Context: an optimization exercise on an open-source flow, tuned for small area. The choices shown serve that exercise and are no tape-out recipe. Function was checked by simulation only, so behaviour that the tests miss may differ from the original. Power figures rest on the tool's default switching activity, not on a simulated workload.

$ cat flow/run.sh
#!/bin/bash
# synth_recipe.tcl (not shown) runs the flow's synth.tcl, then flattens the netlist and writes it again
# the make line also repeats each setting of config.mk as NAME=value (left out here)
make -C /OpenROAD-flow-scripts/flow DESIGN_CONFIG=/design/flow/config.mk WORK_HOME=/design/flow/orfs CLKGATE_MAP_FILE= SYNTH_SCRIPT=/design/flow/synth_recipe.tcl finish
$ cat flow/config.mk
export PLATFORM = sky130hd
export DESIGN_NAME = apb_slave_wrapper
export DESIGN_NICKNAME = apb_slave_wrapper
export VERILOG_FILES = /design/flow/design.v
export SDC_FILE = /design/flow/constraint.sdc
export NUM_CORES = 8
export LEC_CHECK = 0
export CAP_MARGIN = 40
export CORE_MARGIN = 2
export CORE_UTILIZATION = 40
export SLEW_MARGIN = 40
export SYNTH_MEMORY_MAX_BITS = 32768
$ cat flow/constraint.sdc
create_clock -name core_clock -period 10.0 [get_ports {PCLK}]
set_input_delay 2.0000 -clock core_clock [delete_from_list [all_inputs] [get_ports {PCLK}]]
set_output_delay 2.0000 -clock core_clock [all_outputs]
set_load 0.01 [all_outputs]
$ cat flow/design.v
module apb_slave #(
  parameter DATA_WIDTH = 32,
  parameter ADDR_WIDTH = 8
  )
  (
  input                         PCLK,
  input                         PRESETn,
  input      [ADDR_WIDTH-1:0]   PADDR,
  input                         PSEL,
  input                         PENABLE,
  input                         PWRITE,
  input      [DATA_WIDTH-1:0]   PWDATA,
  input      [DATA_WIDTH/8-1:0] PSTRB,
  output                        PREADY,
  output     [DATA_WIDTH-1:0]   PRDATA,
  output                        SLVERROR,
  output                        wr,
  output                        rd,
  output     [ADDR_WIDTH-1:0]   addr,
  output     [DATA_WIDTH-1:0]   wdata,
  output     [DATA_WIDTH/8-1:0] byte_en,
  input                         wdone,
  input                         rvalid,
  input      [DATA_WIDTH-1:0]   rdata
  );
  localparam SETUP        = 3'b001;
  localparam WRITE_ACCESS = 3'b010;
  localparam READ_ACCESS  = 3'b100;
  reg [2:0] apb_slv_state;
  wire setup_phase = PSEL && !PENABLE;
  always @(posedge PCLK or negedge PRESETn) begin
    if (PRESETn == 0)
      apb_slv_state <= SETUP;
    else begin
      case (apb_slv_state)
        SETUP : begin
          if (setup_phase) begin
            if (PWRITE)
              apb_slv_state <= WRITE_ACCESS;
            else
              apb_slv_state <= READ_ACCESS;
          end
        end
        WRITE_ACCESS : begin
          if (wdone)
            apb_slv_state <= SETUP;
        end
        READ_ACCESS : begin
          if (rvalid)
            apb_slv_state <= SETUP;
        end
        default : apb_slv_state <= SETUP;
      endcase
    end
  end 
  assign wr      = (apb_slv_state == SETUP) && setup_phase &&  PWRITE;
  assign rd      = (apb_slv_state == SETUP) && setup_phase && !PWRITE;
  assign addr    = PADDR;
  assign wdata   = PWDATA;
  assign byte_en = PSTRB;
  assign PREADY   = PSEL && PENABLE &&
                    (((apb_slv_state == WRITE_ACCESS) && wdone) ||
                     ((apb_slv_state == READ_ACCESS)  && rvalid));
  assign PRDATA   = (PREADY && (apb_slv_state == READ_ACCESS)) ? rdata : {DATA_WIDTH{1'b0}};
  assign SLVERROR = 1'b0;
endmodule
module SRAM (clk,rstn,wr,rd,addr,wdata,byte_en,wdone,rvalid,rdata);
  parameter DATA_WIDTH		= 32;
  parameter ADDR_WIDTH		= 8; 
  parameter STRB_WIDTH		= DATA_WIDTH/8; 
  input							clk;
  input							rstn;
  input							wr;
  input							rd;
  input	 	 [ADDR_WIDTH-1:0]	addr;
  input	 	 [DATA_WIDTH-1:0]	wdata;
  input	 	 [STRB_WIDTH-1:0]	byte_en;
  output reg					wdone;
  output reg 					rvalid;
  output reg [DATA_WIDTH-1:0]   rdata;
  reg [DATA_WIDTH-1:0] mem_array [2**ADDR_WIDTH-1:0];
  integer i;
  always @(posedge clk or negedge rstn) begin
    if(rstn == 0) begin 
      for(i=0; i<2**ADDR_WIDTH; i=i+1) 
        mem_array[i] <= {DATA_WIDTH{1'b0}};
        rvalid <= 1'b0;
        wdone  <= 1'b0;
    end else begin 
      if(wr) begin  
        rvalid <=1'b0; 
        wdone  <=1'b1;
        for(i=0; i<STRB_WIDTH; i=i+1)
          if(byte_en[i])
            mem_array[addr][8*i +: 8] <= wdata[8*i +: 8];    
      end else if(rd) begin  
        rvalid <= 1'b1; 
        wdone  <= 1'b0;
      end else begin
        rvalid <= 1'b0;
        wdone  <= 1'b0;
      end
    end  
  end  
  always @(posedge clk)
    if(rd && !wr)
      rdata <= mem_array[addr];
endmodule : SRAM
module apb_slave_top#(
  parameter DATA_WIDTH = 32,
  parameter ADDR_WIDTH = 8
  )
  (
  input                     PCLK,
  input                     PRESETn,
  input  [ADDR_WIDTH-1:0]   PADDR,
  input                     PSEL,
  input                     PENABLE,
  input                     PWRITE,
  input  [DATA_WIDTH-1:0]   PWDATA,
  input  [DATA_WIDTH/8-1:0] PSTRB,
  output                    PREADY,
  output [DATA_WIDTH-1:0]   PRDATA,
  output                    SLVERROR
  );
  wire wr, rd;
  wire wdone, rvalid;
  wire [ADDR_WIDTH-1:0]   addr;
  wire [DATA_WIDTH-1:0]   wdata;
  wire [DATA_WIDTH/8-1:0] byte_en;
  wire [DATA_WIDTH-1:0]   rdata;
  apb_slave#(
      .DATA_WIDTH (DATA_WIDTH),
      .ADDR_WIDTH (ADDR_WIDTH)
      ) U_APB_SLAVE (
      .PCLK       (PCLK),
      .PRESETn    (PRESETn),
      .PADDR      (PADDR),
      .PSEL       (PSEL),
      .PENABLE    (PENABLE),
      .PWRITE     (PWRITE),
      .PWDATA     (PWDATA),
      .PSTRB      (PSTRB),
      .PREADY     (PREADY),
      .PRDATA     (PRDATA),
      .SLVERROR   (SLVERROR),
      .wr         (wr),
      .rd         (rd),
      .addr       (addr),
      .wdata      (wdata),
      .byte_en    (byte_en),
      .wdone      (wdone),
      .rvalid     (rvalid),
      .rdata      (rdata)
      );
  SRAM#(
      .DATA_WIDTH (DATA_WIDTH),
      .ADDR_WIDTH (ADDR_WIDTH)
      ) U_SRAM (
      .clk        (PCLK),
      .rstn       (PRESETn),
      .wr         (wr),
      .rd         (rd),
      .addr       (addr),
      .wdata      (wdata),
      .byte_en    (byte_en),
      .wdone      (wdone),
      .rvalid     (rvalid),
      .rdata      (rdata)
      );
endmodule
module apb_slave_wrapper#(
  parameter DATA_WIDTH = 32,
  parameter ADDR_WIDTH = 9,
  parameter SLV_ADDR_WIDTH = 7,
  parameter SLV_CNT    = 3
  )
  (
  input                    PCLK,
  input                    PRESETn,
  input [ADDR_WIDTH-1:0]   PADDR,
  input [SLV_CNT-1:0]      PSELx,
  input [DATA_WIDTH-1:0]   PWDATA,
  input [DATA_WIDTH/8-1:0] PSTRB,
  input                    PENABLE,
  input                    PWRITE,
  output                   PREADY,
  output [DATA_WIDTH-1:0]  PRDATA,
  output                   PSLVERROR
  );
  wire [SLV_CNT-1:0]            READY;
  wire [SLV_CNT-1:0]            SLVERROR;
  wire [SLV_CNT*DATA_WIDTH-1:0] RDATA;
  genvar i;
  generate
    for(i=0;i<SLV_CNT;i=i+1'b1) begin : SLAVE_TOP
      apb_slave_top#(
        .DATA_WIDTH (DATA_WIDTH),
        .ADDR_WIDTH (SLV_ADDR_WIDTH)
        ) U_APB_SLAVE_TOP (
        .PCLK       (PCLK),
        .PRESETn    (PRESETn),
        .PADDR      ({SLV_ADDR_WIDTH{PSELx[i]}} & PADDR[SLV_ADDR_WIDTH-1:0]),
        .PSEL       (PSELx[i]),
        .PENABLE    (PSELx[i] & PENABLE),
        .PWRITE     (PSELx[i] & PWRITE),
        .PWDATA     ({DATA_WIDTH{PSELx[i]}} & PWDATA),
        .PSTRB      ({DATA_WIDTH/8{PSELx[i]}} & PSTRB),
        .PREADY     (READY[i]),
        .PRDATA     (RDATA[i*DATA_WIDTH +: DATA_WIDTH]),
        .SLVERROR   (SLVERROR[i])
        );
    end
  endgenerate
  reg DEC_ERROR;
  wire DEC_ERROR_i;
  assign PREADY    = |READY    | DEC_ERROR;
  assign PSLVERROR = |SLVERROR | DEC_ERROR;
  always @(posedge PCLK)
    if(!PRESETn | DEC_ERROR)
      DEC_ERROR <= 1'b0;
    else
      DEC_ERROR <= DEC_ERROR_i;
  assign DEC_ERROR_i = (|PSELx) & !PENABLE & (PADDR > SLV_CNT*(2**SLV_ADDR_WIDTH)-1);
  generate
    if(SLV_CNT == 1) begin
      assign PRDATA = READY[0]? RDATA[0*DATA_WIDTH +: DATA_WIDTH] : {DATA_WIDTH{1'b0}};
    end else if(SLV_CNT == 2) begin
      assign PRDATA = READY[0]? RDATA[0*DATA_WIDTH +: DATA_WIDTH] :
                      READY[1]? RDATA[1*DATA_WIDTH +: DATA_WIDTH] : {DATA_WIDTH{1'b0}};
    end else if(SLV_CNT == 3) begin
      assign PRDATA = READY[0]? RDATA[0*DATA_WIDTH +: DATA_WIDTH] :
                      READY[1]? RDATA[1*DATA_WIDTH +: DATA_WIDTH] :
                      READY[2]? RDATA[2*DATA_WIDTH +: DATA_WIDTH] : {DATA_WIDTH{1'b0}};
    end else if(SLV_CNT == 4) begin
      assign PRDATA = READY[0]? RDATA[0*DATA_WIDTH +: DATA_WIDTH] :
                      READY[1]? RDATA[1*DATA_WIDTH +: DATA_WIDTH] :
                      READY[2]? RDATA[2*DATA_WIDTH +: DATA_WIDTH] :
                      READY[3]? RDATA[3*DATA_WIDTH +: DATA_WIDTH] : {DATA_WIDTH{1'b0}};
    end
  endgenerate
endmodule
==> metrics.md <==
| Metric | Value |
|---|---|
| Grt total ovfl | `0` |
| Setup TNS | `0 ns` |
| R2r setup slk | `about 5.6 ns` |
| Remaining routing DRC violations | `0` |
| Final Cycle Share | `slightly below 80%` |
| Port Buffers | `85` |
| Cell Pwr Density | `around 170 nW/µm²` |
| #FFs+latches synth | `12400` |
| Synthesized area | `546600 µm²` |
| Max Clock Freq | `around 0.13 GHz` |
| Max-cap violations | `0` |
| CTS Buffer Depth | `6` |
| Fin util | `46.15%` |
| Postcts setup bufs | `0` |
| Fill cells | `120600` |
| Crit Path Max Fanout | `33` |
| VDD IR max | `206.7 µV` |
| Hpwl dp | `1693000 µm` |
| Full die area | `1376000 µm²` |
| Top FF cell, synth | `dfrtp_1` |
| Final setup vio count | `0` |
| Clk sink count | `12400` |
| TritonCTS clock tree | `done` |
| Via count | `slightly above 400k` |
| Synth Area per Inst | `13.19 µm²` |
| Fin Hold WS | `~0.50 ns` |
| RSZ-0062 raised after global routing | `no` |
| Layout Skew | `0.1598 ns` |
| Hold_buf cts | `0` |
| Die X | `1173 µm` |
| Arr. time, crit path | `5.87 ns` |
| Most used cell, CP | `buf_4` |
| Antenna Nets Post-Route | `0` |
| Starting Density | `approximately 40%` |
| Leak pwr | `301.7 nW` |
| Routed wire length | `between 2000000 and 2500000 µm` |
| DR iter-0 viols | `59980` |
| H-tree lvl count | `7` |
| Core area | `1363000 µm²` |
| Row cnt | `429` |
| Synth warn | `4` |
| Clock root cell | `clkbuf_16` |
| Sequential area share after synthesis | `56.85%` |
| Area Overhead vs Synth | `15.10%` |
| Initial antenna violation count | `365` |
| CP required | `8.00 ns` |
| Clock Latency Late Sink | `1.39 ns` |
| Worst slew margin | `22.47%` |
| Worst Path Buf+Inv | `4` |
| Most common cell after layout, fill and taps aside | `mux2_2` |
| Worst Setup End Kind | `output port` |
| Drt first pass iters | `11` |
| Routability Congestion | `about 1` |
| Largest net degree at the start of global routing | `around 170` |
| Worst-margin pin slew | `approximately 1.2 ns` |
| Hold/Removal Path Class | `reg -> reg` |
| Syn Inst Count | `41440` |
| Crit path cell chain | `buf_4 > nand2_1 > nor3_1 > nor4bb_4 > buf_6 > a22oi_1 > o21ai_2 > buf_4 > clkdlybuf4s50_1` |
| Share of post-route cells with drive strength above 1 | `42.64%` |
| Worst R2R Path Depth | `7` |
| First-pass GRT wire length | `3380000 µm` |
| Most frequent cells in the layout | `mux2_2, dfrtp_1, a22oi_1` |
| Slowest CP cell | `o21ai_2` |
| TritonCTS Buffers | `1410` |
| Hold Crit Depth | `1` |
| Final hold vios | `0` |
| CP delay by family, top | `buffers and inverters` |
| Layout Nets | `about 41000` |
| Vias in the first global route | `399300` |
| CP max stage delay | `0.62 ns` |
| Routed len/inst | `41.06 µm` |
| Critical path startpoint category | `primary input` |
| Post-CTS Resized | `0` |
| Boundary Pins | `86` |
| Asr flop ratio synth | `99.22%` |
| EDFF count, synth | `96` |
| Reg clk slew, reported paths | `0.06 ns` |
| Net Count, Synth | `41490` |
| Via-per-instance ratio | `6.721` |
| Final period demand of the worst path | `7.869 ns` |
| Yosys cell types | `74` |
| GRT Total Usage | `35.09%` |
| Status | `no timing/DRC/antenna violations` |
| Crit path kind | `in -> out` |
| Slew Limit Fails | `0` |
| Die height | `1173 µm` |
## metrics by stage
stage	instance area [µm²]	worst slack [ns]	total power [W]	std cells
after floorplan	546600	3.915	0.05245	41440
after global placement	574000	1.115	0.05486	57770
after detailed placement	580200	2.170	0.05504	57880
after CTS	626300	2.137	0.1070	60340
after global routing	628500	2.162	0.1093	60510
final	629200	2.131	0.1070	60760
## layout make-up
cell class                      count  area [µm²]  area share, %
Multi-Input combinational cell  25560      229700          36.51
Clock inverter                    420        4882         0.7760
Clock buffer                     2042       41200          6.548
Timing Repair Buffer             1873       19020          3.024
Tap cell                        18100       22650          3.600
Antenna cell                      349       873.3         0.1388
Inverter                           13       48.80       0.007756
Sequential cell                 12400      310800          49.39
## worst max path at each step
stage | to | from | cells after the start
6_report | PRDATA[20] | PSELx[1] | 9
5_1_grt | PRDATA[20] | PSELx[1] | 9
4_1_cts | PRDATA[16] | PSELx[1] | 9
3_5_place_dp | PRDATA[16] | PSELx[1] | 9
3_3_place_gp | PRDATA[20] | PENABLE | 9
2_1_floorplan | SLAVE_TOP[2].U_APB_SLAVE_TOP.U_SRAM.rdata[0]$_DFFE_PP_ | PSELx[2] | 3
## registers in the layout, indices dropped and copies added (netlist names)
register and flops:
SLAVE_TOP.U_APB_SLAVE_TOP.U_SRAM.mem_array 12288, SLAVE_TOP.U_APB_SLAVE_TOP.U_SRAM.rdata 96, SLAVE_TOP.U_APB_SLAVE_TOP.U_APB_SLAVE.apb_slv_state 9, SLAVE_TOP.U_APB_SLAVE_TOP.U_SRAM.rvalid 3, SLAVE_TOP.U_APB_SLAVE_TOP.U_SRAM.wdone 3, DEC_ERROR 1
## kinds of logic (layout without fill, tap and decap cells)
family,Yosys count,count (layout),synth area share (%)
AND/OR/NAND/NOR,8274,8274,8.122
flip-flops,12400,12400,56.85
AO/OA/AOI/OAI,4910,4910,7.003
multiplexers,12380,12380,25.54
buffers and inverters,3478,4348,2.480
other,0,349,0
## synth_stat cells, drive strengths merged, types with 4 or more instances
cell type	count	area share, %
o211ai	28	0.038
o2bb2ai	11	0.018
a2111oi	504	0.81
edfxtp	96	0.53
nand4bb	9	0.019
a221o	25	0.046
nor3b	4	0.0055
nor4b	43	0.075
nand2b	9	0.010
or4	144	0.20
and2	150	0.17
a32o	15	0.027
nand3	2166	2.0
o22ai	10	0.011
or4b	8	0.015
nand4	1227	1.4
and3	1532	1.8
a32oi	230	0.37
dfrtp	12300	56
a221oi	71	0.11
a222oi	102	0.19
buf	432	0.39
a21oi	38	0.035
o2111ai	27	0.043
a22o	230	0.37
and4b	52	0.097
or3	4	0.0046
nor2	1660	1.2
and4	27	0.044
mux2	12380	26
nand2	687	0.47
nor4	332	0.39
or2	5	0.0057
nand4b	30	0.049
nor4bb	33	0.060
nor3	144	0.13
inv	13	0.0089
clkbuf	3033	2.1
o21ai	69	0.063
a22oi	3538	4.9
## layer usage
layer / vias up / routed length (µm) / global-route usage [%]
met2: 28810 / 1023000 / 48.73
met3: 8118 / 315100 / 13.21
li1: 155200 / - / -
met5: - / 2371 / 1.149
met4: 130 / 240900 / 28.40
met1: 216100 / 913500 / 43.43
## power breakdown
part	internal, W	leakage (nW)	switching [W]
clock	0.0311	22.8	0.0217
combinational	0.000548	106	0.00332
sequential	0.0504	173	0.0000887
total	0.0819	302	0.0251

[separate check: timing with driven ports]
In the flow no input, the clock included, has a driving cell. The finished layout below was timed again as built, in two steps.
Step 1 sets driving cells, clkbuf_16 on the clock port and buf_2 on the other inputs (assumed; they add their load-dependent delay and slew).
Step 2 moves the port delays by t, midway between the first and last clock arrival at a register: inputs arrive t later, outputs are due t later. That takes back most of the time a late clock gives input paths.
Three values: no drivers, after step 1, after step 2; two values: the first two.
shift t [ns]: 1.498
slack for setup (ns): 2.131 / 2.095 / 1.950
worst data-port slew with drivers (ns): 0.55
After both steps this run still meets setup and hold. The setup slack of this run moves by -0.036 ns with the drivers and by -0.181 ns with both steps.
